This is an optimization exercise on Yosys and OpenROAD, whose aim is small area and a short achievable clock period, not a production implementation.
No activity file was given, so power comes from the tool's default toggle rates.

Design VKSA_256_top, start of the top module:
module VKSA_256_top (in_clk, in_A, in_B, in_CI, out_S, out_CO);
clock: 5.5 ns
lec_check: 0
cap_margin: 20
core_area: 17 17 227 227
cts_cluster_diameter: 120
cts_cluster_size: 24
die_area: 0 0 244 244
setup_slack_margin: 3.25
slew_margin: 20
synth_hierarchical: 1
tns_end_percent: 5
standard.sh (not shown) runs the stock make flow with config.mk's settings and CLKGATE_MAP_FILE= SYNTH_SCRIPT=/design/flow/synth_recipe.tcl, a recipe that flattens the netlist after the stock synthesis.
==> flow/flow/run.sh <==
#!/bin/bash
# Standard synthesis and layout, with:
# - plain minimum-size buffers on the ports (buffer_ports would otherwise pick
#   clkdlybuf4s50_1, a slow delay cell);
# - the pins in bit order around the die (flow/pins.tcl);
# - every gate reset to its smallest drive strength after global placement
#   (flow/downsize.tcl), so that timing repair upsizes only what it needs.
set -euo pipefail
bash standard.sh synth > synth.log 2>&1
bash standard.sh "BUFFER_PORTS_ARGS=-buffer_cell sky130_fd_sc_hd__buf_1" \
  "PRE_IO_PLACEMENT_TCL=$PWD/flow/pins.tcl" \
  "POST_GLOBAL_PLACE_TCL=$PWD/flow/downsize.tcl" finish > layout.log 2>&1
==> flow/flow/downsize.tcl <==
# Start timing repair from minimum-size gates: every combinational cell that
# synthesis mapped to a larger drive strength is swapped for the smallest cell
# of the same function (same name but for the drive-strength suffix). The
# resizer then upsizes only the gates that timing needs.
set n 0
set saved 0.0
foreach inst [get_cells *] {
  set lc [get_lib_cells -of_objects $inst]
  if {$lc eq "" || $lc eq "NULL"} { continue }
  set name [get_name $lc]
  if {![regexp {^(sky130_fd_sc_hd__[a-z0-9]+)_([0-9]+)$} $name -> base drive]} { continue }
  if {[string match "*df*" $base] || [string match "*clk*" $base] || [string match "*tap*" $base]} { continue }
  set best $name
  set best_area [get_property $lc area]
  foreach cand [get_lib_cells ${base}_*] {
    set cname [get_name $cand]
    if {![regexp "^${base}_\[0-9\]+\$" $cname]} { continue }
    if {[get_property $cand dont_use]} { continue }
    set a [get_property $cand area]
    if {$a < $best_area} { set best $cname; set best_area $a }
  }
  if {$best ne $name} {
    set saved [expr {$saved + [get_property $lc area] - $best_area}]
    replace_cell $inst [get_lib_cells $best]
    incr n
  }
}
puts "downsize.tcl: downsized $n cells, [format %.1f $saved] um2"
==> flow/flow/pins.tcl <==
# Pin order: the adder's bit slices follow each other around the die, each
# bit's in_A, in_B and out_S pins side by side, so that the carry network runs
# around a ring of bit slices: bits 0-79 on the bottom edge, 80-127 on the
# right, 128-207 on the top and 208-255 on the left (the top and bottom edges
# have the finer pin pitch).
set edges {bottom right top left}
set bounds {0 80 128 208 256}
for {set q 0} {$q < 4} {incr q} {
  set names {}
  if {$q == 0} { lappend names in_CI }
  for {set i [lindex $bounds $q]} {$i < [lindex $bounds [expr {$q + 1}]]} {incr i} {
    lappend names "in_A\[$i\]" "in_B\[$i\]" "out_S\[$i\]"
  }
  if {$q == 3} { lappend names out_CO }
  if {$q >= 2} { set names [lreverse $names] }
  set_io_pin_constraint -pin_names $names -region [lindex $edges $q]:* -group -order
}
==> next run, changes <==
==> flow/flow/run.sh (replaced) <==
#!/bin/bash
# Standard synthesis and layout, with plain minimum-size buffers on the ports
# (buffer_ports would otherwise pick clkdlybuf4s50_1, a slow delay cell), and
# with every gate reset to its smallest drive strength after global placement
# (flow/downsize.tcl), so that timing repair upsizes only what it needs.
set -euo pipefail
bash standard.sh synth > synth.log 2>&1
bash standard.sh "BUFFER_PORTS_ARGS=-buffer_cell sky130_fd_sc_hd__buf_1" \
  "POST_GLOBAL_PLACE_TCL=$PWD/flow/downsize.tcl" finish > layout.log 2>&1
PLACE_DENSITY = 0.5   (was unset)
SETUP_SLACK_MARGIN = 3.2   (was 3.25)
removed: flow/flow/pins.tcl
Clock-buffer cell count does not change.
Global-route usage drops by 0.23 points.
Clock power barely changes.
Maximum frequency stays flat.
Die area does not change.
Setup slack got worse by 6.3 ps.
Total power drops by 1.5%.
Sequential power stays flat.
Clock skew hardly moves.
==> next run, changes <==
==> flow/flow/run.sh (replaced) <==
#!/bin/bash
# Standard synthesis and layout, but with plain buffers on the ports
# (buffer_ports would otherwise pick clkdlybuf4s50_1, a slow delay cell).
set -euo pipefail
bash standard.sh synth > synth.log 2>&1
bash standard.sh "BUFFER_PORTS_ARGS=-buffer_cell ${PORT_BUF:-sky130_fd_sc_hd__buf_1}" finish > layout.log 2>&1
PLACE_DENSITY = unset   (was 0.5)
SETUP_SLACK_MARGIN = 3.35   (was 3.2)
removed: flow/flow/downsize.tcl
=> Clock power is about the same. Via count is higher by 3.3%. Combinational power came out higher by 15%. Design area goes up by 6.3%. First-iteration DRC count came out higher by 2.1%.
==> next run, changes <==
PLACE_DENSITY = 0.75   (was unset)
SETUP_SLACK_MARGIN = 3.25   (was 3.35)
=>
- routed wire length is higher by 1.3%
- worst setup slack degrades by 86 ps
- maximum frequency is lower by 3.6%
- sequential cell count is unchanged
- cell count is lower by 1.7%
- die area stays the same
- count of clock-buffer cells in the layout stays the same
- combinational power is lower by about 7%
Function was not checked in any run of this note: the RTL went through the layout flow alone.

static timing again, ports no longer ideal:
The results above use ideal ports. As a check the final layouts listed here were re-extracted and re-timed, cells and wires unchanged. Step 1: set_driving_cell puts a clkbuf_16 on in_clk and a buf_2 on each other input, an assumption about the parent block. Step 2 times the ports against the registers' clock, not the clock port: input delays grow and output delays shrink by t, the midpoint of the rising clock arrivals with the driver on. Three values: ideal, step 1, step 2; two values: the first two.
run | t (ns) | setup WS [ns] | worst setup path after step 2 | worst data-port slew with drivers (ns) | cell pins on the clock port's net
the first run | 0.627 | 3.147 / 3.092 / 2.680 | input to register | 0.08 | 1
the second run | 0.633 | 3.141 / 3.123 / 2.738 | input to register | 0.13 | 1
the third run | 0.637 | 3.201 / 3.201 / 2.838 | input to register | 0.12 | 1
the fourth run | 0.639 | 3.115 / 3.115 / 2.816 | input to register | 0.14 | 1
After both steps every run listed still meets setup and hold. For the first run, which loses most, drivers alone change the setup slack by -0.055 ns; drivers and shift together by -0.467 ns.
